From an optimization exercise on the open Yosys and OpenROAD flow, aimed at small area; shortcuts taken in it are not production practice. Only simulation tests tie the RTL to the original design; equivalence was not proved. No activity file was given, so power comes from the tool's default toggle rates.

==> flow/design.v, too long to show whole: its modules and the start of the top module <==
// module RegFile_32bit: 44 lines
// module ALU: 43 lines
// module Flags_reg: 13 lines
// module IF_Unit: 84 lines
// module IFID_reg: 33 lines
// module ID_Unit: 141 lines
// module CPU_control: 258 lines
// module Hazard_Detect: 100 lines
// module PC_control: 83 lines
// module IDEX_reg: 131 lines
// module EX_Unit: 96 lines
// module EXMEM_reg: 53 lines
// module MEMWB_reg: 33 lines
// module Data_Forward: 53 lines
// module Trap_Handler: 251 lines
// module CPU: 554 lines
// module CPU_PPU_Interface: 65 lines
// module tron_top: 68 lines
module tron_top
(
	input				clk,
	input				rst,
	input				keyboard_intr,
	input [7:0]		keyboard_data,
	input				game_tick_intr,
	input				stack_overflow_intr,
	output			imem_en,
	output [11:0]	imem_addr,
	input [31:0]	imem_rdata,
	output			dmem_en,
	output			dmem_we,
	output [11:0]	dmem_addr,
	output [31:0]	dmem_wdata,
	input [31:0]	dmem_rdata,
	output			BGTTWrite,
	output			BGATWrite,
	output [9:0]	BGWrite_addr,
	output [7:0]	BGWrite_data,
	output [3:0]	OAMWrite,
	output [5:0]	OAMWrite_addr,
	output [31:0]	OAMWrite_data,
	output			interrupt_return
);
  // ...
==> flow/flow/run.sh <==
#!/bin/bash
# The standard layout (standard.sh), with these changes:
#  - synthesis maps the logic with an area-oriented ABC script (flow/synth.tcl,
#    flow/abc_area.script); otherwise it is synth_recipe.tcl unchanged;
#  - each port gets the smallest buffer cell (buf_1) instead of clkdlybuf4s50_1;
#  - the clock tree uses clkbuf_8 buffers, clusters of up to 14 sinks within
#    70 um, and no dummy loads.
# The full output of the layout goes to standard.log in the work folder; the
# ORFS logs of each step are under orfs/logs/.
set -euo pipefail
cd "$(dirname "$0")/.."
WORK=$(pwd)
export FLOW_SYNTH_TCL="$WORK/synth_recipe.tcl"
export FLOW_ABC_SCRIPT="$WORK/flow/abc_area.script"
export BUFFER_PORTS_ARGS="-buffer_cell sky130_fd_sc_hd__buf_1"
export CTS_ARGS="-sink_clustering_enable -repair_clock_nets -dont_use_dummy_load -buf_list sky130_fd_sc_hd__clkbuf_8 -sink_clustering_size 14 -sink_clustering_max_diameter 70"
# standard.sh with only its synthesis script replaced
sed "s|SYNTH_SCRIPT=[^ ]*|SYNTH_SCRIPT=$WORK/flow/synth.tcl|" standard.sh > own_standard.sh
grep -q "SYNTH_SCRIPT=$WORK/flow/synth.tcl" own_standard.sh
bash own_standard.sh finish > standard.log 2>&1
==> flow/flow/abc_area.script <==
strash
dc2
&get -n
&dch -f
&nf -R 1000
&put
==> flow/flow/synth.tcl <==
# The standard flow's synthesis script (synth_recipe.tcl in the work folder), with ABC run
# on an area-oriented script (flow/abc_area.script) instead of ORFS's speed
# script. ABC only maps the combinational logic, so the registers are the
# standard synthesis's.
proc abc {args} {
  set i [lsearch -exact $args -script]
  if {$i >= 0} { lset args [expr {$i + 1}] $::env(FLOW_ABC_SCRIPT) }
  yosys abc {*}$args
}
source $::env(FLOW_SYNTH_TCL)
==> flow/standard.sh <==
#!/bin/bash
# synth_recipe.tcl (not shown) runs the flow's synth.tcl, then flattens the netlist and writes it again
# the make line also repeats each setting of config.mk as NAME=value (left out here)
make -C /OpenROAD-flow-scripts/flow DESIGN_CONFIG=/design/flow/config.mk WORK_HOME=/design/flow/orfs CLKGATE_MAP_FILE= SYNTH_SCRIPT=/design/flow/synth_recipe.tcl "${@:-finish}"
==> flow/config.mk <==
export PLATFORM = sky130hd
export DESIGN_NAME = tron_top
export DESIGN_NICKNAME = tron_top
export VERILOG_FILES = /design/flow/design.v
export SDC_FILE = /design/flow/constraint.sdc
export NUM_CORES = 4
export LEC_CHECK = 0
export CAP_MARGIN = 20
export CORE_MARGIN = 2
export CORE_UTILIZATION = 60
export SLEW_MARGIN = 20
==> flow/constraint.sdc <==
create_clock -name core_clock -period 22.0 [get_ports {clk}]
set_input_delay 4.4000 -clock core_clock [delete_from_list [all_inputs] [get_ports {clk}]]
set_output_delay 4.4000 -clock core_clock [all_outputs]
set_load 0.01 [all_outputs]
==> results.sh, run 1 <==
export IMPL_status="finished clean"
export IMPL_crit_path_start="rst"
export IMPL_design_core_area_um2=98300
export IMPL_port_buffers=198
export IMPL_synth_xor_area_share_pct=1.22
export IMPL_r2r_end="CPU.IDU.RegFile.Read_Bus_1[28]"
export IMPL_synth_top_family_by_area="compound AO/OA/AOI/OAI gates"
export IMPL_power_leakage_uw=0.0243
export IMPL_slew_violations=0
export IMPL_cts_buffer_depth=3
export IMPL_num_nonclk_inverters=154
export IMPL_crit_fanout=32
export IMPL_clockBufferCount=117
export IMPL_worstPathRequired_ns=11.62
export IMPL_synthAdderAreaFrac_pct=1.41
export IMPL_clock_skew_ns=0.169
export IMPL_whs_endpoint="CPU.IDEX.MemWrite_data_out[21]"
export IMPL_synth_compound_area_share_pct=16.1
export IMPL_overflow=0
export IMPL_grtUsageMet1_pct=61.4
export IMPL_post_cts_buffers=0
export IMPL_biggestCellCategory="flip-flops and latches"
export IMPL_end_kind="register"
export IMPL_seqPwrFrac_pct=47.2
export IMPL_cts_sinks=1463
export IMPL_htree_levels=3
export IMPL_hold_path_class="register to register"
export IMPL_whs_path_depth=1
export IMPL_cp_slowest_cell="o21ai_0"
export IMPL_area_growth_pct=10.2
export IMPL_start_kind="input pin"
export IMPL_wl_per_cell_um=34.4
export IMPL_wl_met1_um=82000
export IMPL_multi_input_area_share_pct=28.7
export IMPL_grt_pass1_vias=42772
export IMPL_clk_latency_ns=0.86
export IMPL_drive_above_1_share_pct=8.15
export IMPL_power_density_nw_per_um2=130
export IMPL_rsz0062_at_grt="no"
export IMPL_grt_antenna_before_repair=11
export IMPL_tritoncts="built"
export IMPL_timing_rr_start="CPU.IFID.instruction_out[31]"
export IMPL_track_usage_pct=43.1
export IMPL_path_class="input pin to register"
==> module IF_Unit, before the edit <==
module IF_Unit
(	
	clk, rst, 								 
	data_hazard, PC_hazard,				 
	keyboard_hazard, pop_haz,	
	PC_control, PC_src,					 
	instruction_in,						 
	ld_idr, ld_epc,						 
	branch_to_keyboard_ISR,
	branch_to_gametick_ISR,
	branch_to_stackoverflow_ISR,
	idr_data, EPC,
	jreg_noRead,
	stack_overflow_hazard,
	game_tick_hazard,
	PC_plus_1, PC_curr,	PC_IM,	 
	keep_flags, instr_en,
	instruction_out						 
);
input				clk, rst;
input 			PC_src;
input [31:0]	PC_control;
input				PC_hazard;
input				data_hazard;
input				pop_haz;
input 			ld_idr;
input				ld_epc;
input				branch_to_keyboard_ISR;
input				branch_to_stackoverflow_ISR;
input				branch_to_gametick_ISR;
input [7:0]		idr_data;
input [31:0]	EPC;
input				keyboard_hazard;
input				game_tick_hazard;
input				stack_overflow_hazard;
input				jreg_noRead;
input [31:0]	instruction_in;
output 					keep_flags;
output reg 	[31:0]	PC_plus_1;
output reg	[31:0]	PC_curr;		 
output		[31:0]	PC_IM;		 
output					instr_en;
output 		[31:0]	instruction_out;
wire						interrupt_hazard;
reg [31:0]				PC_update;
assign instr_en 			= !(data_hazard | PC_hazard | pop_haz);
assign cond_jreg 			= (jreg_noRead & !rst);
assign interrupt_hazard = (game_tick_hazard | stack_overflow_hazard | keyboard_hazard);
assign interrupt_branch = (branch_to_keyboard_ISR | branch_to_stackoverflow_ISR | branch_to_gametick_ISR);
assign PC_IM				=	(branch_to_keyboard_ISR) 			? 32'h0000_03FE:  
									(branch_to_gametick_ISR) 			? 32'h0000_03FD:
									(branch_to_stackoverflow_ISR) 	? 32'h0000_03FF:
									PC_curr;
assign instruction_out	=	(ld_epc) 																			? {16'b001001_11110_00000, EPC[15:0]}:				 
									(ld_idr) 																			? {24'b001001_11100_00000_00000000, idr_data}:	 
									((interrupt_hazard&~interrupt_branch&~ld_idr&~ld_epc)|cond_jreg|rst)	?	32'hFFFF_FFFF:	 
									instruction_in;
assign keep_flags = (ld_epc | ld_idr); 
always @(negedge clk, posedge rst) begin
	if(rst) begin
		PC_plus_1 <= 32'h0000_0001;
	end
	else if(!PC_hazard) begin
		PC_plus_1 <= PC_IM + 1;
	end
	else begin
		PC_plus_1 <= PC_plus_1;
	end
end
always @(*) begin
	PC_update = PC_control | ({32{~PC_src}} & PC_plus_1);
end
always @(posedge clk) begin
	if (rst) begin
		PC_curr <= 32'h00000000;
	end
	else if (!data_hazard & !pop_haz) begin
		PC_curr <= PC_update;
	end
	else begin
		PC_curr <= PC_curr;
	end
end
endmodule
==> module IDEX_reg, before the edit <==
module IDEX_reg
(
	clk, rst, alu_src_in,		 
	branch_in, call_in, ret_in,		
	MemToReg_in, MemSrc_in,
	load_imm_in, RegWrite_in,
	MemWrite_in, MemRead_in,
	opcode_in, branch_cond_in,
	data_hazard,					 
	PC_hazard,
	pop_haz_in,
	DestReg_in,						 
	ALU_input_1_in,
	ALU_input_2_in,
	zero_in1_in, MemWrite_data_in,
	Read_Reg_1_en_in,
	Read_Reg_2_en_in,
	reg_read_addr1_in,
	reg_read_addr2_in,
	jreg_in,
	clr_ret_hazard,				 
	push_in,
	branch_out, branch_cond_out, call_out,
	ret_out, MemToReg_out, MemSrc_out,
	load_imm_out, RegWrite_out, MemWrite_out,
	MemRead_out, DestReg_out, opcode_out,
	ALU_input_1_out, ALU_input_2_out,
	zero_in1_out, MemWrite_data_out,
	alu_src_out,
	Read_Reg_1_en_out,			 
	Read_Reg_2_en_out,
	reg_read_addr1_out,
	reg_read_addr2_out,
	pop_haz_out,
	jreg_out,
	push_out
);
input				clk, rst,
					branch_in,
					call_in,
					ret_in,
					jreg_in,
					MemToReg_in, MemSrc_in, 
					load_imm_in, RegWrite_in,
					MemWrite_in, MemRead_in,
					push_in;
input				data_hazard, PC_hazard, pop_haz_in;
input [1:0]		branch_cond_in, alu_src_in;
input [4:0]		DestReg_in;
input [4:0] 	opcode_in;
input [31:0] 	ALU_input_1_in;
input [31:0] 	ALU_input_2_in;
input			zero_in1_in;
input [31:0]	MemWrite_data_in;
input [4:0] 	reg_read_addr1_in;
input [4:0]		reg_read_addr2_in;
input				Read_Reg_1_en_in;
input				Read_Reg_2_en_in;
input				clr_ret_hazard;
output reg		branch_out,
					call_out,
					ret_out, 
					jreg_out,
					MemToReg_out, MemSrc_out,
					load_imm_out, RegWrite_out,
					MemWrite_out, MemRead_out,
					push_out;
output reg [1:0]	branch_cond_out, alu_src_out;
output reg [4:0]	DestReg_out;
output reg [4:0] 	opcode_out;  
output reg [31:0] ALU_input_1_out;
output reg [31:0] ALU_input_2_out;
output reg			zero_in1_out;
output reg [31:0]	MemWrite_data_out;
output reg [4:0]	reg_read_addr1_out;
output reg [4:0]	reg_read_addr2_out;
output reg			Read_Reg_1_en_out;
output reg			Read_Reg_2_en_out;
output reg			pop_haz_out;
wire stall = data_hazard | PC_hazard | pop_haz_in;
always @(posedge clk) begin
	if (rst) begin
		MemToReg_out			<= 0;
		MemSrc_out				<= 0;
		load_imm_out			<= 0;
		RegWrite_out			<= 0;
		MemWrite_out			<= 0;
		MemRead_out				<= 0;
		branch_out				<= 0;
		branch_cond_out		<= 0;
		alu_src_out				<= 0;
		call_out					<= 0;
		ret_out					<= 0;
		jreg_out					<= 0;
		opcode_out				<= 0;
		zero_in1_out			<= 0;
		Read_Reg_1_en_out		<= 0;
		Read_Reg_2_en_out		<= 0;
		pop_haz_out				<= 0;
		push_out 				<= 0;
	end
	else begin
		MemToReg_out			<= MemToReg_in & ~stall;
		MemSrc_out				<= MemSrc_in & ~stall;
		load_imm_out			<= load_imm_in & ~stall;
		RegWrite_out			<= RegWrite_in & ~stall;
		MemWrite_out			<= MemWrite_in & ~stall;
		MemRead_out				<= MemRead_in & ~stall;
		branch_out				<= branch_in;
		branch_cond_out		<= branch_cond_in;
		alu_src_out				<= alu_src_in;
		call_out					<= call_in;
		ret_out					<= ret_in & ~clr_ret_hazard;
		jreg_out					<= jreg_in;
		opcode_out				<= opcode_in;
		zero_in1_out			<= zero_in1_in;
		Read_Reg_1_en_out		<= Read_Reg_1_en_in;
		Read_Reg_2_en_out		<= Read_Reg_2_en_in;
		pop_haz_out				<= pop_haz_in;
		push_out 				<= push_in;
	end
end
always @(posedge clk) begin
	DestReg_out				<= PC_hazard ? 5'b00000 : DestReg_in;
	ALU_input_1_out		<= ALU_input_1_in;
	ALU_input_2_out		<= ALU_input_2_in;
	MemWrite_data_out 	<= MemWrite_data_in;
	reg_read_addr1_out	<= reg_read_addr1_in;
	reg_read_addr2_out	<= reg_read_addr2_in;
end
endmodule
==> module Data_Forward, before the edit <==
module Data_Forward
(
	reg_addr_MEM,
	reg_write_MEM,
	reg_addr_WB,
	reg_write_WB,
	reg_addr_ALUin1,
	reg_addr_ALUin2,
	regfile_addr1,
	regfile_addr2,
	MemtoReg_MEM,
	MemtoReg_WB,
	reg_read1_ID,
	reg_read2_ID,
	reg_read1_EX,
	reg_read2_EX,
	ID_forward_src_in1,
	ID_forward_src_in2,
	EX_forward_src_in1,
	EX_forward_src_in2
);
input [4:0] reg_addr_MEM;
input 		reg_write_MEM;
input [4:0] reg_addr_WB;
input 		reg_write_WB;
input 		MemtoReg_MEM, MemtoReg_WB;
input 		reg_read1_ID, reg_read2_ID;
input 		reg_read1_EX, reg_read2_EX;
input [4:0] reg_addr_ALUin1;
input [4:0] reg_addr_ALUin2;
input [4:0] regfile_addr1;
input [4:0] regfile_addr2;
output [1:0] EX_forward_src_in1; 
output [1:0] EX_forward_src_in2;
output  ID_forward_src_in1; 
output  ID_forward_src_in2; 
	wire en_ALUforward_frm_MEM; 
	wire en_ALUforward_frm_WB;  
	wire en_Memforward_frm_WB;  
	assign en_ALUforward_frm_MEM = (reg_write_MEM & ~MemtoReg_MEM);
	assign en_ALUforward_frm_WB = (reg_write_WB & ~MemtoReg_WB);
	assign en_Memforward_frm_WB = (reg_write_WB & MemtoReg_WB);
	assign EX_forward_src_in1 = 	((reg_addr_MEM == reg_addr_ALUin1) && reg_read1_EX && en_ALUforward_frm_MEM)? 2'b01:	 
											((reg_addr_WB == reg_addr_ALUin1) && reg_read1_EX && en_ALUforward_frm_WB) 	? 2'b10:	 
											((reg_addr_WB == reg_addr_ALUin1) && reg_read1_EX && en_Memforward_frm_WB) 	? 2'b11:	 
				   						2'b00;	 
	assign EX_forward_src_in2 = 	((reg_addr_MEM == reg_addr_ALUin2) && reg_read2_EX && en_ALUforward_frm_MEM)? 2'b01:	 
											((reg_addr_WB == reg_addr_ALUin2) && reg_read2_EX && en_ALUforward_frm_WB) 	? 2'b10:
											((reg_addr_WB == reg_addr_ALUin2) && reg_read2_EX && en_Memforward_frm_WB) 	? 2'b11:	 
				   						2'b00;	 
	assign ID_forward_src_in1 = ((reg_addr_WB == regfile_addr1) && reg_read1_ID && reg_write_WB);
	assign ID_forward_src_in2 = ((reg_addr_WB == regfile_addr2) && reg_read2_ID && reg_write_WB); 
endmodule 
==> module CPU, before the edit <==
module CPU
(
	clk, rst,
	keyboard_intr, keyboard_data,
	game_tick_intr, stack_overflow_intr,
	imem_rdata, dmem_rdata,
	imem_en, imem_addr,
	dmem_en, dmem_we, dmem_addr, dmem_wdata,
	S_type_index, S_type_value,
	PPU_en, opcode,
	interrupt_return
);
input 		clk;
input 		rst;				 
input 		keyboard_intr;
input 		game_tick_intr;
input 		stack_overflow_intr;
input [7:0]	keyboard_data;			 
input [31:0]	imem_rdata;
input [31:0]	dmem_rdata;
output			imem_en;
output [11:0]	imem_addr;
output			dmem_en;
output			dmem_we;
output [11:0]	dmem_addr;
output [31:0]	dmem_wdata;
output 			PPU_en;
output [5:0]	opcode;
output [9:0]  	S_type_index;
output [31:0] 	S_type_value;
output			interrupt_return;
wire [1:0]	EX_forward_src_in1;
wire [1:0]	EX_forward_src_in2;
wire [31:0]	IFU_PC_IM;
wire [31:0] IFU_PC_curr;
wire [31:0]	IFU_PC_plus_1;
wire [31:0]	IFU_instruction_out;
wire			IFU_instr_en;
wire			IFU_keep_flags;
wire [31:0] IFID_PC_out;
wire [31:0] IFID_instruction_out;
wire			IFID_pop_haz;
wire			IFID_keep_flags;
wire			CPU_cntrl_call;
wire			CPU_cntrl_ret;
wire			CPU_cntrl_branch;
wire			CPU_cntrl_jreg;
wire [1:0]	CPU_cntrl_branch_cond;
wire			CPU_cntrl_push;
wire			CPU_cntrl_pop;
wire			CPU_cntrl_reg_2_sel;
wire			CPU_cntrl_mem_to_reg;
wire			CPU_cntrl_mem_src;
wire			CPU_cntrl_load_imm;
wire			CPU_cntrl_sign_ext_sel;
wire [1:0] 	CPU_cntrl_alu_src;
wire			CPU_cntrl_RegWrite;
wire			CPU_cntrl_MemWrite;
wire			CPU_cntrl_OAMWrite;
wire			CPU_cntrl_MemRead;
wire			CPU_cntrl_Read_Reg_1_en;
wire			CPU_cntrl_Read_Reg_2_en;
wire [4:0] 	CPU_cntrl_opcode_out;
wire 			data_hazard;
wire 			PC_hazard;
wire			pop_haz;
wire			clr_branch_hazard;
wire			clr_call_hazard;
wire			clr_ret_hazard;
wire 			clr_jreg_hazard;
wire [31:0] PC_cntrl_PC_update;
wire        PC_cntrl_PC_src;
reg 			PC_branch_ff;
wire [2:0]	Flags_in;
wire [2:0]	Flags_reg_flags;
wire [2:0]	Flags_reg_flags_hold;
wire [5:0]	IDU_opcode;
wire [4:0]	IDU_DestReg;
wire [4:0]	IDU_Read_Reg_1_out;
wire [4:0]	IDU_Read_Reg_2_out;
wire [25:0] IDU_J_type_imm;
wire [31:0]	IDU_PC_out;
wire [31:0] IDU_ALU_input_1;
wire [31:0] IDU_ALU_input_2;
wire [31:0]	IDU_MemWrite_data;
wire			IDU_Read_Reg_1_en;
wire			IDU_Read_Reg_2_en;
wire [9:0] 	IDU_S_type_index;
wire [31:0] IDU_S_type_value;
wire			IDEX_branch_out;
wire [1:0]	IDEX_branch_cond_out;
wire			IDEX_call_out;
wire			IDEX_ret_out;
wire			IDEX_jreg;
wire			IDEX_pop_haz;
wire			IDEX_MemToReg_out;
wire			IDEX_MemSrc_out;
wire			IDEX_load_imm_out;
wire			IDEX_RegWrite_out;
wire			IDEX_MemWrite_out;
wire			IDEX_MemRead_out;
wire			IDEX_Read_Reg_1_en;
wire			IDEX_Read_Reg_2_en;
wire [4:0]	IDEX_DestReg_out;
wire [4:0] 	IDEX_opcode_out;
wire [4:0]	IDEX_reg_read_addr1;
wire [4:0]	IDEX_reg_read_addr2;
wire [31:0] IDEX_ALU_input_1_out;
wire [31:0] IDEX_ALU_input_2_out;
wire [31:0]	IDEX_PC_out;
wire [31:0]	IDEX_MemWrite_data_out;
wire			IDEX_push;
wire [1:0]	IDEX_alu_src_out;
wire			EXU_RegWrite_out;
wire			EXU_MemWrite_out;
wire			EXU_MemRead_out;
wire			EXU_MemToReg_out;
wire			EXU_MemSrc_out;
wire			EXU_branch_out;
wire			EXU_ret_out;
wire			EXU_call_out;
wire [4:0] 	EXU_DestReg_out;
wire [31:0]	EXU_ALU_addr;
wire [31:0]	EXU_ALU_mux_in1;
wire [31:0]	EXU_NON_ALU_addr;
wire [31:0]	EXU_MemWrite_data_out;
wire 			N_flag, Z_flag, V_flag;
wire			EXU_ALU_done;
wire			EXMEM_RegWrite_out;
wire			EXMEM_MemWrite_out;
wire			EXMEM_MemRead_out;
wire			EXMEM_MemToReg_out;
wire			EXMEM_ret_out;
wire			EXMEM_call_out;
wire			EXMEM_MemSrc_out;
wire [4:0] 	EXMEM_DestReg_out;
wire [31:0] EXMEM_ALU_addr_out;
wire [31:0]	EXMEM_NON_ALU_addr_out;
wire [31:0] EXMEM_MemWrite_data_out;
wire 			MEM_RegWrite_out;
wire 			MEM_MemToReg_out;
wire			MEM_ret_out;
wire [4:0]	MEM_DestReg_out;
wire [31:0] MEM_ALU_result_out;
wire [31:0] MEM_MemRead_data_out;
wire [31:0]	MEM_MemAddr;
wire			MEM_MemRead;
wire			MEM_MemWrite;
wire [31:0]	MEM_MemWrite_data;
wire [31:0] MemRead_data_frm_MemCtrl;
wire [31:0] instr_frm_MemCtrl;
wire 			MEMWB_RegWrite_out;
wire 			MEMWB_MemToReg_out;
wire [4:0]	MEMWB_DestReg_out;
wire [31:0] MEMWB_ALU_result_out;
wire [31:0]	MEMWB_RegWrite_data_out;
wire			IDU_zero_in1;
wire			IDEX_zero_in1;
wire [11:0]	EXU_MemAddr;
wire			EXU_MemAddr_high;
wire			EXU_MemEn;
wire			EXU_MemWe;
wire [11:0]	EXMEM_MemAddr;
wire			EXMEM_MemEn;
wire			EXMEM_MemWe;
wire			WBU_RegWrite_out;
wire [4:0]	WBU_DestReg_out;
wire [31:0] WBU_RegWrite_data;
wire 			ID_forward_src_in1;
wire 			ID_forward_src_in2;
wire [7:0] 	TH_keyboard_data_trap;
wire			TH_ld_idr;
wire			TH_ld_epc;
wire [31:0]	TH_EPC;	
wire			TH_keyboard_hazard;
wire			TH_branch_to_keyboard_ISR;
wire			TH_stack_overflow_hazard;
wire			TH_game_tick_hazard;
wire			TH_branch_to_stackoverflow_ISR;
wire			TH_branch_to_gametick_ISR;
assign S_type_index	= EXU_MemWrite_data_out[9:0];
assign S_type_value	= EXU_ALU_mux_in1;
assign PPU_en			= CPU_cntrl_OAMWrite;
assign opcode			= IDU_opcode;
IF_Unit IFU 
(	
		.clk(clk),
		.rst(rst),	 	
		.data_hazard(data_hazard),
		.PC_hazard(PC_hazard),
		.pop_haz(pop_haz),
		.PC_control(PC_cntrl_PC_update),
		.PC_src(PC_cntrl_PC_src),
		.instruction_in(instr_frm_MemCtrl),
		.keyboard_hazard(TH_keyboard_hazard),
		.game_tick_hazard(TH_game_tick_hazard),
		.stack_overflow_hazard(TH_stack_overflow_hazard),
		.ld_idr(TH_ld_idr),
		.ld_epc(TH_ld_epc),
		.EPC(TH_EPC),
		.idr_data(TH_keyboard_data_trap),
		.branch_to_keyboard_ISR(TH_branch_to_keyboard_ISR),
		.branch_to_gametick_ISR(TH_branch_to_gametick_ISR),
		.branch_to_stackoverflow_ISR(TH_branch_to_stackoverflow_ISR),
		.jreg_noRead(CPU_cntrl_jreg),
		.PC_curr(IFU_PC_curr),
		.PC_IM(IFU_PC_IM),
		.PC_plus_1(IFU_PC_plus_1),
		.instruction_out(IFU_instruction_out),
		.instr_en(IFU_instr_en),
		.keep_flags(IFU_keep_flags)
);
IFID_reg IFID
(
		.clk(clk),
		.rst(rst),		
		.data_hazard(data_hazard),
		.PC_hazard(PC_hazard),
		.instruction_in(IFU_instruction_out),
		.PC_in(IFU_PC_plus_1),
		.pop_haz(pop_haz),
		.keep_flags_in(IFU_keep_flags),
		.instruction_out(IFID_instruction_out),
		.PC_out(IFID_PC_out),
		.pop_haz_out(IFID_pop_haz),
		.keep_flags_out(IFID_keep_flags)
);
ID_Unit IDU
(
		.clk(clk), .rst(rst),
		.data_hazard(data_hazard),
		.call(CPU_cntrl_call),
		.ret(CPU_cntrl_ret),
		.branch(CPU_cntrl_branch),
		.jreg(CPU_cntrl_jreg),
		.push(CPU_cntrl_push),
		.pop(CPU_cntrl_pop), 
		.reg_2_sel(CPU_cntrl_reg_2_sel),
		.sign_ext_sel(CPU_cntrl_sign_ext_sel),
		.alu_src(CPU_cntrl_alu_src),
		.RegWrite_in(WBU_RegWrite_out), 
		.RegWrite_Reg_in(WBU_DestReg_out),
		.RegWrite_Data_in(WBU_RegWrite_data),
		.MEM_RegWrite(EXMEM_RegWrite_out),
		.MEM_DestReg(EXMEM_DestReg_out),
		.MEM_Result(EXMEM_MemToReg_out ? dmem_rdata : EXMEM_ALU_addr_out),
		.Read_Reg_1_en(CPU_cntrl_Read_Reg_1_en),
		.Read_Reg_2_en(CPU_cntrl_Read_Reg_2_en),
		.ID_forward_src_in1(ID_forward_src_in1),
		.ID_forward_src_in2(ID_forward_src_in2),
		.instruction_in(IFID_instruction_out),
		.PC_in(IFID_PC_out),
		.opcode(IDU_opcode),
		.J_type_imm_out(IDU_J_type_imm),
		.ALU_input1_mux_out(IDU_ALU_input_1),
		.ALU_input2_mux_out(IDU_ALU_input_2),
		.Read_Reg_1_out(IDU_Read_Reg_1_out),
		.Read_Reg_2_out(IDU_Read_Reg_2_out),
		.DestReg(IDU_DestReg),
		.PC_out(IDU_PC_out),
		.MemWrite_data(IDU_MemWrite_data),
		.Read_Reg_1_en_haz(IDU_Read_Reg_1_en),
		.Read_Reg_2_en_haz(IDU_Read_Reg_2_en),
		.intr_return(interrupt_return),
		.zero_in1(IDU_zero_in1)
);
CPU_control CPU_cntrl
(
		.rst(rst),
		.opcode_in(IDU_opcode),
		.call(CPU_cntrl_call),
		.ret(CPU_cntrl_ret),
		.branch(CPU_cntrl_branch),
		.jreg(CPU_cntrl_jreg),
		.branch_cond(CPU_cntrl_branch_cond),
		.push(CPU_cntrl_push),
		.pop(CPU_cntrl_pop),
		.reg_2_sel(CPU_cntrl_reg_2_sel),
		.mem_to_reg(CPU_cntrl_mem_to_reg),
		.mem_src(CPU_cntrl_mem_src),
		.sign_ext_sel(CPU_cntrl_sign_ext_sel),
		.load_imm(CPU_cntrl_load_imm),
		.alu_src(CPU_cntrl_alu_src),
		.opcode_out(CPU_cntrl_opcode_out),
		.RegWrite(CPU_cntrl_RegWrite),
		.MemWrite(CPU_cntrl_MemWrite),
		.MemRead(CPU_cntrl_MemRead), 
		.OAMWrite(CPU_cntrl_OAMWrite),
		.Read_Reg_1_en(CPU_cntrl_Read_Reg_1_en),
		.Read_Reg_2_en(CPU_cntrl_Read_Reg_2_en)
);
always @(posedge clk) begin
	PC_branch_ff <= clr_branch_hazard;
end
Hazard_Detect Hazard_Detect
(
		.clk(clk),
		.rst(rst),
		.Read_Reg_1(IDU_Read_Reg_1_out),
		.Read_Reg_2(IDU_Read_Reg_2_out),
		.Read_Reg_1_en(CPU_cntrl_Read_Reg_1_en),
		.Read_Reg_2_en(CPU_cntrl_Read_Reg_2_en),
		.IDEX_reg_rd(IDEX_DestReg_out),
		.IDEX_RegWrite(IDEX_RegWrite_out),
		.EXMEM_RegWrite(EXMEM_RegWrite_out),
		.MEMWB_RegWrite(MEMWB_RegWrite_out),
		.call(CPU_cntrl_call),
		.ret(CPU_cntrl_ret),
		.branch(CPU_cntrl_branch),
		.PC_update(clr_branch_hazard|clr_call_hazard|clr_ret_hazard|clr_jreg_hazard),
		.PC_branch_ff(PC_branch_ff),
		.ID_MemToReg(IDEX_MemToReg_out),
		.pop(CPU_cntrl_pop),
		.PC_src(PC_cntrl_PC_src),
		.jreg(CPU_cntrl_jreg),
		.keyboard_hazard(TH_keyboard_hazard),		
		.data_hazard(data_hazard),
		.PC_hazard(PC_hazard),
		.pop_haz(pop_haz)
);
PC_control PC_cntrl
(
		.clk(clk),
		.rst(rst),
		.PC_in(IFID_PC_out[31:26]),
		.PC_stack_pointer(dmem_rdata),
		.ALU_result(EXU_ALU_addr),
		.flags(Flags_reg_flags),
		.J_type_imm(IDU_J_type_imm),
		.branch(EXU_branch_out),
		.branch_cond(IDEX_branch_cond_out),
		.data_hazard(data_hazard),
		.call(CPU_cntrl_call),
		.ret(EXMEM_ret_out), 
		.jreg(IDEX_jreg),
		.reg_1_data(EXU_ALU_mux_in1),
		.PC_update(PC_cntrl_PC_update),
		.PC_src(PC_cntrl_PC_src),
		.clr_branch_hazard_ff(clr_branch_hazard),
		.clr_call_hazard_ff(clr_call_hazard),
		.clr_ret_hazard_ff(clr_ret_hazard),
		.clr_jreg_hazard_ff(clr_jreg_hazard)
);
assign Flags_in = (interrupt_return) ? Flags_reg_flags_hold : {Z_flag,V_flag,N_flag};
Flags_reg flags
(
		.clk(clk),
		.rst(rst),
		.en((EXU_ALU_done & !IDEX_MemWrite_out & !IDEX_MemRead_out & !IDEX_branch_out & !IFID_keep_flags) | interrupt_return),
		.d(Flags_in),
		.q(Flags_reg_flags)
);
Flags_reg flags_hold
(
		.clk(clk),
		.rst(rst),
		.en(IFID_keep_flags),
		.d(Flags_reg_flags),
		.q(Flags_reg_flags_hold)
);
IDEX_reg IDEX
(
		.clk(clk),
		.rst(rst),
		.branch_in(CPU_cntrl_branch),
		.branch_cond_in(CPU_cntrl_branch_cond),
		.alu_src_in(CPU_cntrl_alu_src),
		.call_in(CPU_cntrl_call),
		.ret_in(CPU_cntrl_ret),
		.jreg_in(CPU_cntrl_jreg),
		.clr_ret_hazard(clr_ret_hazard),
		.MemToReg_in(CPU_cntrl_mem_to_reg),
		.MemSrc_in(CPU_cntrl_mem_src), 
		.load_imm_in(CPU_cntrl_load_imm),
		.RegWrite_in(CPU_cntrl_RegWrite),
		.MemWrite_in(CPU_cntrl_MemWrite),
		.MemRead_in(CPU_cntrl_MemRead),
		.opcode_in(CPU_cntrl_opcode_out),
		.data_hazard(data_hazard),
		.PC_hazard(PC_hazard),
		.ALU_input_1_in(IDU_ALU_input_1),
		.ALU_input_2_in(IDU_ALU_input_2),
		.DestReg_in(IDU_DestReg),
		.zero_in1_in(IDU_zero_in1),
		.MemWrite_data_in(IDU_MemWrite_data),
		.reg_read_addr1_in(IDU_Read_Reg_1_out),	
		.reg_read_addr2_in(IDU_Read_Reg_2_out),
		.Read_Reg_1_en_in(IDU_Read_Reg_1_en),
		.Read_Reg_2_en_in(IDU_Read_Reg_2_en),
		.pop_haz_in(IFID_pop_haz),
		.push_in(CPU_cntrl_push),
		.branch_out(IDEX_branch_out),
		.branch_cond_out(IDEX_branch_cond_out),
		.alu_src_out(IDEX_alu_src_out),
		.call_out(IDEX_call_out),
		.ret_out(IDEX_ret_out),
		.jreg_out(IDEX_jreg),
		.MemToReg_out(IDEX_MemToReg_out),
		.MemSrc_out(IDEX_MemSrc_out), 
		.load_imm_out(IDEX_load_imm_out),
		.RegWrite_out(IDEX_RegWrite_out),
		.MemWrite_out(IDEX_MemWrite_out),
		.MemRead_out(IDEX_MemRead_out),
		.opcode_out(IDEX_opcode_out),
		.ALU_input_1_out(IDEX_ALU_input_1_out),
		.ALU_input_2_out(IDEX_ALU_input_2_out),
		.DestReg_out(IDEX_DestReg_out),
		.zero_in1_out(IDEX_zero_in1),
		.MemWrite_data_out(IDEX_MemWrite_data_out),
		.reg_read_addr1_out(IDEX_reg_read_addr1),	
		.reg_read_addr2_out(IDEX_reg_read_addr2),
		.Read_Reg_1_en_out(IDEX_Read_Reg_1_en),
		.Read_Reg_2_en_out(IDEX_Read_Reg_2_en),
		.pop_haz_out(IDEX_pop_haz),
		.push_out(IDEX_push)
);
EX_Unit EXU
(
		.clk(clk),
		.opcode(IDEX_opcode_out), 
		.RegWrite_in(IDEX_RegWrite_out),
		.MemWrite_in(IDEX_MemWrite_out),
		.MemRead_in(IDEX_MemRead_out),
		.MemToReg_in(IDEX_MemToReg_out),
		.MemSrc_in(IDEX_MemSrc_out),
		.DestReg_in(IDEX_DestReg_out),
		.ALU_input_1(IDEX_ALU_input_1_out),
		.ALU_input_2(IDEX_ALU_input_2_out), 
		.MemWrite_data_in(IDEX_MemWrite_data_out),
		.branch_in(IDEX_branch_out),
		.call_in(IDEX_call_out),
		.ret_in(IDEX_ret_out),
		.load_imm(IDEX_load_imm_out),
		.zero_in1(IDEX_zero_in1),
		.EX_forward_src_in1(EX_forward_src_in1),
		.EX_forward_src_in2(EX_forward_src_in2),
		.MEM_ALUfrwd_data(EXMEM_ALU_addr_out),
		.WB_ALUfrwd_data(MEMWB_RegWrite_data_out),
		.MEM_Memfrwd_data(dmem_rdata),
		.WB_MemToReg(MEMWB_MemToReg_out),
		.pop_haz_in(IDEX_pop_haz),
		.EXMEM_ALU_addr(EXMEM_ALU_addr_out),
		.push(IDEX_push),
		.alu_src(IDEX_alu_src_out),
		.clr_ret_hazard(clr_ret_hazard),
		.RegWrite_out(EXU_RegWrite_out),
		.MemToReg_out(EXU_MemToReg_out),
		.ret_out(EXU_ret_out),
		.DestReg_out(EXU_DestReg_out),
		.ALU_addr(EXU_ALU_addr),
		.reg_1_data(EXU_ALU_mux_in1),
		.MemWrite_data_out(EXU_MemWrite_data_out),
		.branch_out(EXU_branch_out),
		.MemAddr_out(EXU_MemAddr),
		.MemAddr_high(EXU_MemAddr_high),
		.MemEn_out(EXU_MemEn),
		.MemWe_out(EXU_MemWe),
		.N_out(N_flag), .Z_out(Z_flag), .V_out(V_flag),
		.ALU_done(EXU_ALU_done)
);
EXMEM_reg EXMEM
(
		.clk(clk),
		.rst(rst),
		.RegWrite_in(EXU_RegWrite_out),
		.MemToReg_in(EXU_MemToReg_out),
		.ret_in(EXU_ret_out),
		.clr_ret_hazard(clr_ret_hazard),
		.DestReg_in(EXU_DestReg_out),
		.ALU_addr_in(EXU_ALU_addr),
		.MemWrite_data_in(EXU_MemWrite_data_out),
		.MemAddr_in(EXU_MemAddr),
		.MemAddr_high_in(EXU_MemAddr_high),
		.MemEn_in(EXU_MemEn),
		.MemWe_in(EXU_MemWe),
		.RegWrite_out(EXMEM_RegWrite_out),
		.MemToReg_out(EXMEM_MemToReg_out),
		.ret_out(EXMEM_ret_out),
		.DestReg_out(EXMEM_DestReg_out),
		.ALU_addr_out(EXMEM_ALU_addr_out),
		.MemWrite_data_out(EXMEM_MemWrite_data_out),
		.MemAddr_out(EXMEM_MemAddr),
		.MemEn_out(EXMEM_MemEn),
		.MemWe_out(EXMEM_MemWe)
);
assign imem_en		= (IFU_PC_IM < 32'h00000400) ? IFU_instr_en : 1'b0;
assign imem_addr	= IFU_PC_IM[11:0];
assign dmem_en		= EXMEM_MemEn;
assign dmem_we		= EXMEM_MemWe;
assign dmem_addr	= EXMEM_MemAddr;
assign dmem_wdata	= EXMEM_MemWrite_data_out;
assign instr_frm_MemCtrl			= imem_rdata;
MEMWB_reg MEMWB
(
		.clk(clk),
		.rst(rst),
		.RegWrite_in(EXMEM_RegWrite_out),
		.MemToReg_in(EXMEM_MemToReg_out),
		.DestReg_in(EXMEM_DestReg_out),
		.ALU_result_in(EXMEM_ALU_addr_out),
		.MemRead_data_in(dmem_rdata),
		.RegWrite_out(MEMWB_RegWrite_out),
		.MemToReg_out(MEMWB_MemToReg_out),
		.DestReg_out(MEMWB_DestReg_out),
		.RegWrite_data_out(MEMWB_RegWrite_data_out)
);
assign WBU_RegWrite_out	= MEMWB_RegWrite_out;
assign WBU_DestReg_out	= MEMWB_DestReg_out;
assign WBU_RegWrite_data	= MEMWB_RegWrite_data_out;
Data_Forward DataForward
(
		.reg_addr_MEM(EXMEM_DestReg_out),
		.reg_write_MEM(EXMEM_RegWrite_out),
		.reg_addr_WB(MEMWB_DestReg_out),
		.reg_write_WB(MEMWB_RegWrite_out),
		.reg_addr_ALUin1(IDEX_reg_read_addr1),
		.reg_addr_ALUin2(IDEX_reg_read_addr2),
		.MemtoReg_MEM(EXMEM_MemToReg_out),
		.MemtoReg_WB(MEMWB_MemToReg_out),
		.reg_read1_EX(IDEX_Read_Reg_1_en),
		.reg_read2_EX(IDEX_Read_Reg_2_en),
		.reg_read1_ID(IDU_Read_Reg_1_en),
		.reg_read2_ID(IDU_Read_Reg_2_en),
		.regfile_addr1(IDU_Read_Reg_1_out),
		.regfile_addr2(IDU_Read_Reg_2_out),
		.EX_forward_src_in1(EX_forward_src_in1),
		.EX_forward_src_in2(EX_forward_src_in2),	
		.ID_forward_src_in1(ID_forward_src_in1),
		.ID_forward_src_in2(ID_forward_src_in2)
);
Trap_Handler TrapHandler
(
	  	   .clk(clk),
		   .rst(rst),
		   .data_hazard(data_hazard),
		   .control_hazard(PC_hazard),
		   .pop_hazard(pop_haz),
		   .keyboard_intr(keyboard_intr),
		   .game_tick_intr(game_tick_intr),						 
		   .stack_overflow_intr(stack_overflow_intr),		 
		   .keyboard_data_in(keyboard_data),
		   .IF_PC(IFU_PC_curr),
		   .keyboard_hazard(TH_keyboard_hazard),
		   .game_tick_hazard(TH_game_tick_hazard),
		   .stack_overflow_hazard(TH_stack_overflow_hazard),
		   .keyboard_data_out(TH_keyboard_data_trap),
		   .ld_idr(TH_ld_idr),
		   .ld_epc(TH_ld_epc),
		   .branch_to_keyboard_ISR(TH_branch_to_keyboard_ISR),
		   .branch_to_stackoverflow_ISR(TH_branch_to_stackoverflow_ISR),
		   .branch_to_gametick_ISR(TH_branch_to_gametick_ISR),
		   .EPC(TH_EPC)
);
endmodule
==> module CPU_PPU_Interface, before the edit <==
module CPU_PPU_Interface
(
	clk,
	rst,
	enable,
	opcode,
	S_type_index,
	S_type_value,
	BGTTWrite,
	BGATWrite,
	BGWrite_addr,
	BGWrite_data,
	OAMWrite,
	OAMWrite_addr,
	OAMWrite_data
);
input clk;
input rst;
input 			enable;			 
input [3:0] 	opcode;			 
input [9:0]		S_type_index;	 
input [31:0]	S_type_value;	 
output			BGTTWrite;
output			BGATWrite;
output [9:0]	BGWrite_addr;
output [7:0]	BGWrite_data;
output [3:0]	OAMWrite;
output [5:0]	OAMWrite_addr;
output [31:0]	OAMWrite_data;
localparam SRM		= 3'h1;
localparam SSL		= 3'h2;
localparam SLD		= 3'h3;
localparam SFT		= 3'h4;
localparam SBT		= 3'h5;
localparam SFA		= 3'h6;
localparam SBA		= 3'h7;
reg 			enable_ff;
reg [2:0]	opcode_ff;
always@(posedge clk, posedge rst) begin
	if(rst) begin
		enable_ff 			<= 1'b0;
		opcode_ff 			<= 3'h0;
	end
	else begin
		enable_ff			<= enable & ~opcode[3];
		opcode_ff 			<= opcode[2:0];
	end
end
wire [31:0] v = S_type_value;
assign BGTTWrite = enable_ff & (opcode_ff == SBT);
assign BGATWrite = enable_ff & (opcode_ff == SBA);
assign BGWrite_addr = S_type_index;
assign BGWrite_data = v[7:0];
assign OAMWrite[0] = enable_ff & ((opcode_ff == SRM) | (opcode_ff == SSL) | (opcode_ff == SLD));
assign OAMWrite[1] = enable_ff & ((opcode_ff == SRM) | (opcode_ff == SLD) | (opcode_ff == SFT));
assign OAMWrite[2] = enable_ff & ((opcode_ff == SRM) | (opcode_ff == SLD) | (opcode_ff == SFA));
assign OAMWrite[3] = enable_ff & ((opcode_ff == SRM) | (opcode_ff == SSL) | (opcode_ff == SLD));
assign OAMWrite_addr = S_type_index[5:0];
wire srm = (opcode_ff == SRM);
wire sld = (opcode_ff == SLD);
assign OAMWrite_data[7:0]   = srm ? 8'hFF : v[7:0];
assign OAMWrite_data[15:8]  = srm ? 8'hFF : sld ? v[15:8]  : v[7:0];
assign OAMWrite_data[23:16] = srm ? 8'hFF : sld ? v[23:16] : v[7:0];
assign OAMWrite_data[31:24] = srm ? 8'hFF : sld ? v[31:24] : v[15:8];
endmodule
==> inputs of run 2 (changes only) <==
--- a/flow/design.v
+++ b/flow/design.v
@@ -161,14 +161,8 @@
 									instruction_in;
 assign keep_flags = (ld_epc | ld_idr); 
-always @(negedge clk, posedge rst) begin
-	if(rst) begin
-		PC_plus_1 <= 32'h0000_0001;
-	end
-	else if(!PC_hazard) begin
+always @(negedge clk) begin
+	if(!PC_hazard) begin
 		PC_plus_1 <= PC_IM + 1;
 	end
-	else begin
-		PC_plus_1 <= PC_plus_1;
-	end
 end
 always @(*) begin
@@ -823,8 +817,6 @@
 	ALU_input_2_in,
 	zero_in1_in, MemWrite_data_in,
-	Read_Reg_1_en_in,
-	Read_Reg_2_en_in,
-	reg_read_addr1_in,
-	reg_read_addr2_in,
+	EX_forward_src_in1_in,
+	EX_forward_src_in2_in,
 	jreg_in,
 	clr_ret_hazard,				 
@@ -837,8 +829,6 @@
 	zero_in1_out, MemWrite_data_out,
 	alu_src_out,
-	Read_Reg_1_en_out,			 
-	Read_Reg_2_en_out,
-	reg_read_addr1_out,
-	reg_read_addr2_out,
+	EX_forward_src_in1_out,
+	EX_forward_src_in2_out,
 	pop_haz_out,
 	jreg_out,
@@ -862,8 +852,6 @@
 input			zero_in1_in;
 input [31:0]	MemWrite_data_in;
-input [4:0] 	reg_read_addr1_in;
-input [4:0]		reg_read_addr2_in;
-input				Read_Reg_1_en_in;
-input				Read_Reg_2_en_in;
+input [1:0]		EX_forward_src_in1_in;
+input [1:0]		EX_forward_src_in2_in;
 input				clr_ret_hazard;
 output reg		branch_out,
@@ -882,8 +870,6 @@
 output reg			zero_in1_out;
 output reg [31:0]	MemWrite_data_out;
-output reg [4:0]	reg_read_addr1_out;
-output reg [4:0]	reg_read_addr2_out;
-output reg			Read_Reg_1_en_out;
-output reg			Read_Reg_2_en_out;
+output reg [1:0]	EX_forward_src_in1_out;
+output reg [1:0]	EX_forward_src_in2_out;
 output reg			pop_haz_out;
 wire stall = data_hazard | PC_hazard | pop_haz_in;
@@ -904,6 +890,6 @@
 		opcode_out				<= 0;
 		zero_in1_out			<= 0;
-		Read_Reg_1_en_out		<= 0;
-		Read_Reg_2_en_out		<= 0;
+		EX_forward_src_in1_out	<= 2'b00;
+		EX_forward_src_in2_out	<= 2'b00;
 		pop_haz_out				<= 0;
 		push_out 				<= 0;
@@ -924,6 +910,6 @@
 		opcode_out				<= opcode_in;
 		zero_in1_out			<= zero_in1_in;
-		Read_Reg_1_en_out		<= Read_Reg_1_en_in;
-		Read_Reg_2_en_out		<= Read_Reg_2_en_in;
+		EX_forward_src_in1_out	<= EX_forward_src_in1_in;
+		EX_forward_src_in2_out	<= EX_forward_src_in2_in;
 		pop_haz_out				<= pop_haz_in;
 		push_out 				<= push_in;
@@ -935,6 +921,4 @@
 	ALU_input_2_out		<= ALU_input_2_in;
 	MemWrite_data_out 	<= MemWrite_data_in;
-	reg_read_addr1_out	<= reg_read_addr1_in;
-	reg_read_addr2_out	<= reg_read_addr2_in;
 end
 endmodule
@@ -1127,55 +1111,43 @@
 module Data_Forward
 (
-	reg_addr_MEM,
+	EX_DestReg,			 
+	EX_RegWrite,
+	EX_MemToReg,
+	reg_addr_MEM,		 
 	reg_write_MEM,
-	reg_addr_WB,
+	reg_addr_WB,		 
 	reg_write_WB,
-	reg_addr_ALUin1,
-	reg_addr_ALUin2,
-	regfile_addr1,
+	regfile_addr1,		 
 	regfile_addr2,
-	MemtoReg_MEM,
-	MemtoReg_WB,
 	reg_read1_ID,
 	reg_read2_ID,
-	reg_read1_EX,
-	reg_read2_EX,
 	ID_forward_src_in1,
 	ID_forward_src_in2,
-	EX_forward_src_in1,
-	EX_forward_src_in2
+	EX_forward_next_in1,
+	EX_forward_next_in2
 );
+input [4:0] EX_DestReg;
+input 		EX_RegWrite;
+input 		EX_MemToReg;
 input [4:0] reg_addr_MEM;
 input 		reg_write_MEM;
 input [4:0] reg_addr_WB;
 input 		reg_write_WB;
-input 		MemtoReg_MEM, MemtoReg_WB;
-input 		reg_read1_ID, reg_read2_ID;
-input 		reg_read1_EX, reg_read2_EX;
-input [4:0] reg_addr_ALUin1;
-input [4:0] reg_addr_ALUin2;
 input [4:0] regfile_addr1;
 input [4:0] regfile_addr2;
-output [1:0] EX_forward_src_in1; 
-output [1:0] EX_forward_src_in2;
-output  ID_forward_src_in1; 
-output  ID_forward_src_in2; 
-	wire en_ALUforward_frm_MEM; 
-	wire en_ALUforward_frm_WB;  
-	wire en_Memforward_frm_WB;  
-	assign en_ALUforward_frm_MEM = (reg_write_MEM & ~MemtoReg_MEM);
-	assign en_ALUforward_frm_WB = (reg_write_WB & ~MemtoReg_WB);
-	assign en_Memforward_frm_WB = (reg_write_WB & MemtoReg_WB);
-	assign EX_forward_src_in1 = 	((reg_addr_MEM == reg_addr_ALUin1) && reg_read1_EX && en_ALUforward_frm_MEM)? 2'b01:	 
-											((reg_addr_WB == reg_addr_ALUin1) && reg_read1_EX && en_ALUforward_frm_WB) 	? 2'b10:	 
-											((reg_addr_WB == reg_addr_ALUin1) && reg_read1_EX && en_Memforward_frm_WB) 	? 2'b11:	 
-				   						2'b00;	 
-	assign EX_forward_src_in2 = 	((reg_addr_MEM == reg_addr_ALUin2) && reg_read2_EX && en_ALUforward_frm_MEM)? 2'b01:	 
-											((reg_addr_WB == reg_addr_ALUin2) && reg_read2_EX && en_ALUforward_frm_WB) 	? 2'b10:
-											((reg_addr_WB == reg_addr_ALUin2) && reg_read2_EX && en_Memforward_frm_WB) 	? 2'b11:	 
-				   						2'b00;	 
-	assign ID_forward_src_in1 = ((reg_addr_WB == regfile_addr1) && reg_read1_ID && reg_write_WB);
-	assign ID_forward_src_in2 = ((reg_addr_WB == regfile_addr2) && reg_read2_ID && reg_write_WB); 
-endmodule 
+input 		reg_read1_ID, reg_read2_ID;
+output		ID_forward_src_in1;
+output		ID_forward_src_in2;
+output [1:0] EX_forward_next_in1;
+output [1:0] EX_forward_next_in2;
+wire mem1 = (EX_DestReg == regfile_addr1) && reg_read1_ID && EX_RegWrite && ~EX_MemToReg;
+wire mem2 = (EX_DestReg == regfile_addr2) && reg_read2_ID && EX_RegWrite && ~EX_MemToReg;
+wire wb1  = (reg_addr_MEM == regfile_addr1) && reg_read1_ID && reg_write_MEM;
+wire wb2  = (reg_addr_MEM == regfile_addr2) && reg_read2_ID && reg_write_MEM;
+assign EX_forward_next_in1 = mem1 ? 2'b01 : wb1 ? 2'b10 : 2'b00;
+assign EX_forward_next_in2 = mem2 ? 2'b01 : wb2 ? 2'b10 : 2'b00;
+assign ID_forward_src_in1 = ((reg_addr_WB == regfile_addr1) && reg_read1_ID && reg_write_WB);
+assign ID_forward_src_in2 = ((reg_addr_WB == regfile_addr2) && reg_read2_ID && reg_write_WB);
+endmodule
 `timescale 1ns / 1ps
 module Trap_Handler
@@ -1464,4 +1436,6 @@
 wire [1:0]	EX_forward_src_in1;
 wire [1:0]	EX_forward_src_in2;
+wire [1:0]	EX_forward_next_in1;
+wire [1:0]	EX_forward_next_in2;
 wire [31:0]	IFU_PC_IM;
 wire [31:0] IFU_PC_curr;
@@ -1816,8 +1790,6 @@
 		.zero_in1_in(IDU_zero_in1),
 		.MemWrite_data_in(IDU_MemWrite_data),
-		.reg_read_addr1_in(IDU_Read_Reg_1_out),	
-		.reg_read_addr2_in(IDU_Read_Reg_2_out),
-		.Read_Reg_1_en_in(IDU_Read_Reg_1_en),
-		.Read_Reg_2_en_in(IDU_Read_Reg_2_en),
+		.EX_forward_src_in1_in(EX_forward_next_in1),
+		.EX_forward_src_in2_in(EX_forward_next_in2),
 		.pop_haz_in(IFID_pop_haz),
 		.push_in(CPU_cntrl_push),
@@ -1840,8 +1812,6 @@
 		.zero_in1_out(IDEX_zero_in1),
 		.MemWrite_data_out(IDEX_MemWrite_data_out),
-		.reg_read_addr1_out(IDEX_reg_read_addr1),	
-		.reg_read_addr2_out(IDEX_reg_read_addr2),
-		.Read_Reg_1_en_out(IDEX_Read_Reg_1_en),
-		.Read_Reg_2_en_out(IDEX_Read_Reg_2_en),
+		.EX_forward_src_in1_out(EX_forward_src_in1),
+		.EX_forward_src_in2_out(EX_forward_src_in2),
 		.pop_haz_out(IDEX_pop_haz),
 		.push_out(IDEX_push)
@@ -1942,20 +1912,17 @@
 Data_Forward DataForward
 (
+		.EX_DestReg(EXU_DestReg_out),
+		.EX_RegWrite(EXU_RegWrite_out),
+		.EX_MemToReg(IDEX_MemToReg_out),
 		.reg_addr_MEM(EXMEM_DestReg_out),
 		.reg_write_MEM(EXMEM_RegWrite_out),
 		.reg_addr_WB(MEMWB_DestReg_out),
 		.reg_write_WB(MEMWB_RegWrite_out),
-		.reg_addr_ALUin1(IDEX_reg_read_addr1),
-		.reg_addr_ALUin2(IDEX_reg_read_addr2),
-		.MemtoReg_MEM(EXMEM_MemToReg_out),
-		.MemtoReg_WB(MEMWB_MemToReg_out),
-		.reg_read1_EX(IDEX_Read_Reg_1_en),
-		.reg_read2_EX(IDEX_Read_Reg_2_en),
 		.reg_read1_ID(IDU_Read_Reg_1_en),
 		.reg_read2_ID(IDU_Read_Reg_2_en),
 		.regfile_addr1(IDU_Read_Reg_1_out),
 		.regfile_addr2(IDU_Read_Reg_2_out),
-		.EX_forward_src_in1(EX_forward_src_in1),
-		.EX_forward_src_in2(EX_forward_src_in2),	
+		.EX_forward_next_in1(EX_forward_next_in1),
+		.EX_forward_next_in2(EX_forward_next_in2),
 		.ID_forward_src_in1(ID_forward_src_in1),
 		.ID_forward_src_in2(ID_forward_src_in2)
@@ -2025,12 +1992,11 @@
 reg [2:0]	opcode_ff;
 always@(posedge clk, posedge rst) begin
-	if(rst) begin
+	if(rst)
 		enable_ff 			<= 1'b0;
-		opcode_ff 			<= 3'h0;
-	end
-	else begin
+	else
 		enable_ff			<= enable & ~opcode[3];
-		opcode_ff 			<= opcode[2:0];
-	end
+end
+always@(posedge clk) begin
+	opcode_ff 			<= opcode[2:0];
 end
 wire [31:0] v = S_type_value;
==> results.sh, run 2 <==
export IMPL_status="finished clean"
export IMPL_r2r_end="CPU.IDU.RegFile.Read_Bus_1[3]"
export IMPL_via_per_inst=7.12
export IMPL_cts_buffer_depth=3
export IMPL_grt_antenna_before_repair=15
export IMPL_largest_register="CPU.IDU.RegFile.r.q"
export IMPL_avgSynthCellArea_um2=13.0
export IMPL_drc=0
export IMPL_rsz0062_at_grt="no"
export IMPL_multi_input_area_um2=18600
export IMPL_port_buffers=198
export IMPL_crit_fanout=20
export IMPL_synth_top_area_cell="edfxtp_1"
export IMPL_wl_um=220000
export IMPL_crit_path_start="rst"
export IMPL_design_core_area_um2=98100
export IMPL_pin_count=199
export IMPL_synth_most_common_cell="edfxtp_1"
export IMPL_switchingPower_uw=3560
export IMPL_slew_headroom_pct=14.8
export IMPL_die_area_um2=101000
export IMPL_ant_nets=0
export IMPL_drive_above_1_share_pct=8.21
export IMPL_r2r_cells=26
export IMPL_post_cts_buffers=0
export IMPL_area_growth_pct=10.4
export IMPL_synth_fp_nets=4714
export IMPL_synth_area_top_cells="edfxtp_1 (56%), dfxtp_1 (11%), nand2_1 (3.4%)"
export IMPL_fin_area_um2=65400
export IMPL_synth_seq_cells=1455
export IMPL_drtIter0Drc=8730
export IMPL_worstMarginPinSlew_ns=1.27
export IMPL_hpwlAfterDp_um=140000
export IMPL_synth_top_area_share_pct=56.3
export IMPL_intPower_uw=5080
export IMPL_synthArstFlopShare_pct=1.17
export IMPL_slew_violations=0
export IMPL_dr_pass1_iters=10
export IMPL_track_usage_pct=42.7
export IMPL_setup_violations=0
export IMPL_largest_reg_flops=992
export IMPL_hold_path_class="register to register"
export IMPL_layout_common_cells="edfxtp_1 (1112), nand2_1 (518), dfxtp_1 (322)"
export IMPL_overflow=0
export IMPL_cts_root_buffer="clkbuf_8"
export IMPL_initial_core_util_pct=60.4
export IMPL_combPwrFrac_pct=37.9
export IMPL_timing_rr_start="CPU.IFID.instruction_out[28]"
export IMPL_place_ws_ns=0.0410
export IMPL_die_h_um=318
export IMPL_synth_edf_count=1112
export IMPL_tritoncts="built"
export IMPL_swShare_pct=41.2
export IMPL_endpoint="CPU.IDU.RegFile.Read_Bus_1[3]"
export IMPL_finalHoldViolCount=0
export IMPL_power_density_nw_per_um2=132
export IMPL_syn_inst=4570
export IMPL_worstPathRequired_ns=11.60
export IMPL_seq_area_frac_synth_pct=68.1
export IMPL_power_leakage_uw=0.0234
export IMPL_grt_max_degree=66
export IMPL_ys_types=61
export IMPL_peakVddDrop_mv=0.114
export IMPL_p_total_uw=8640
export IMPL_fp_row_count=115
export IMPL_vias=45828
export IMPL_post_dp_cell_area_um2=63600
export IMPL_wl_per_cell_um=34.2
export IMPL_fin_ws_ns=0.496
export IMPL_synth_area_um2=59300
export IMPL_yosys_warnings=18
export IMPL_cts_buffers=116
export IMPL_cap_viol_max_count=0
export IMPL_grt_pass1_vias=42883
export IMPL_fillerInstances=7388
export IMPL_ff_latch_area_um2=40300
export IMPL_clk_latency_ns=0.86
export IMPL_cts_resized=0
export IMPL_setup_tns_ns=0
export IMPL_grt_pass1_wl_um=309000
export IMPL_ctsHoldBuffers=0
export IMPL_seqPwrFrac_pct=46.2
export IMPL_whs_ns=0.428
export IMPL_cts_sinks=1455
export IMPL_cp_arrival_ns=11.10
export IMPL_place_congestion=1.03
export IMPL_p_clk_share_pct=15.8
export IMPL_final_common_cell="edfxtp_1"
export IMPL_path_class="input pin to register"
export IMPL_htree_levels=3
export IMPL_die_w_um=318
export IMPL_nNetsFinal=5289
export IMPL_ff2ff_setup_slack_ns=3.06
export IMPL_ys_flop_type="edfxtp_1"
export IMPL_clock_skew_ns=0.145
export IMPL_end_kind="register"
export IMPL_path_clk_slew_ns=0.10
export IMPL_synthTopCellsByCount="edfxtp_1 (1112), nand2_1 (538), dfxtp_1 (326)"
export IMPL_start_kind="input pin"
[run 2: cell families (layout without fill, tap and decap cells)]
family	after synthesis	after routing	share of synthesized area, %
AOI/OAI and AO/OA	1336	1336	15.9
and+or+nand+nor	1324	1324	10.1
other	0	10	0
buffers and inverters	193	766	1.33
muxes	112	112	1.98
DFF	1455	1455	68.1
xor gates and xnor gates	83	83	1.23
adders and majority gates	67	67	1.41
[run 2: layout make-up]
type	count	area share, %
multi-input combinational	2922	28.4
timing repair buffer	410	3.63
inverter	175	1.01
antenna	10	0.0382
sequential	1455	61.7
tap	1287	2.46
clock buffer	116	2.44
clock inverter	65	0.373
[run 2: worst min path at each step]
stage,start,to,slack (ns),cells past startpoint
4_1_cts,CPU.Hazard_Detect.pop_square,CPU.Hazard_Detect.pop_square,0.43,1
5_1_grt,CPU.EXMEM.DestReg_out[4],CPU.MEMWB.DestReg_out[4],0.43,0
3_5_place_dp,CPU.Hazard_Detect.pop_square,CPU.Hazard_Detect.pop_square,0.41,1
3_3_place_gp,CPU.Hazard_Detect.pop_square,CPU.Hazard_Detect.pop_square,0.41,1
6_report,CPU.Hazard_Detect.pop_square,CPU.Hazard_Detect.pop_square,0.43,1
2_1_floorplan,CPU.PC_cntrl.clr_branch_hazard_ff,CPU.PC_branch_ff,0.39,0
[run 2: critical path, stage by stage]
cell and delay [ns]:
clkbuf_2 0.12, a41o_1 0.31, or2_0 0.32, nor2_1 0.29, nor3_1 0.09, buf_4 0.18
xnor2_1 0.12, a2111oi_0 0.08, a31oi_1 0.17, nor2_1 0.07, a21oi_1 0.15, a211oi_1 0.08
or2_0 0.28, mux2i_1 0.76, nand2_1 0.34, nand2_1 0.27, or2_0 0.32, nor2_4 0.19
buf_4 0.31, a222oi_1 0.38, nand4_1 0.16, nor4_1 0.70, buf_4 0.23, nand4_1 0.25
a21oi_1 0.41, clkinv_1 0.10
[run 2: metal layers]
| metal | track usage (%) | share of wire, % |
|---|---|---|
| met3 | 11.5 | 16 |
| met4 | 21.0 | 5.7 |
| met1 | 60.7 | 36 |
| met2 | 61.2 | 42 |
| met5 | 0 | 0.042 |
[run 2: power groups by stage]
stage	Clock, uW	Combinational, uW	Sequential [uW]
after floorplan	18.1	1780	3910
after global placement	18.1	3120	4030
after detailed placement	18.1	3140	4040
after CTS	1360	3150	3980
after global routing	1450	3460	4040
final	1370	3280	4000
[run 2: through the flow]
| step | utilization (%) | cells |
|---|---|---|
| after detailed placement | 64.8 | 6250 |
| after global routing | 66.7 | 6434 |
| after CTS | 66.7 | 6430 |
| final | 66.7 | 6440 |
| after global placement | 64.8 | 6250 |
| after floorplan | - | 4570 |
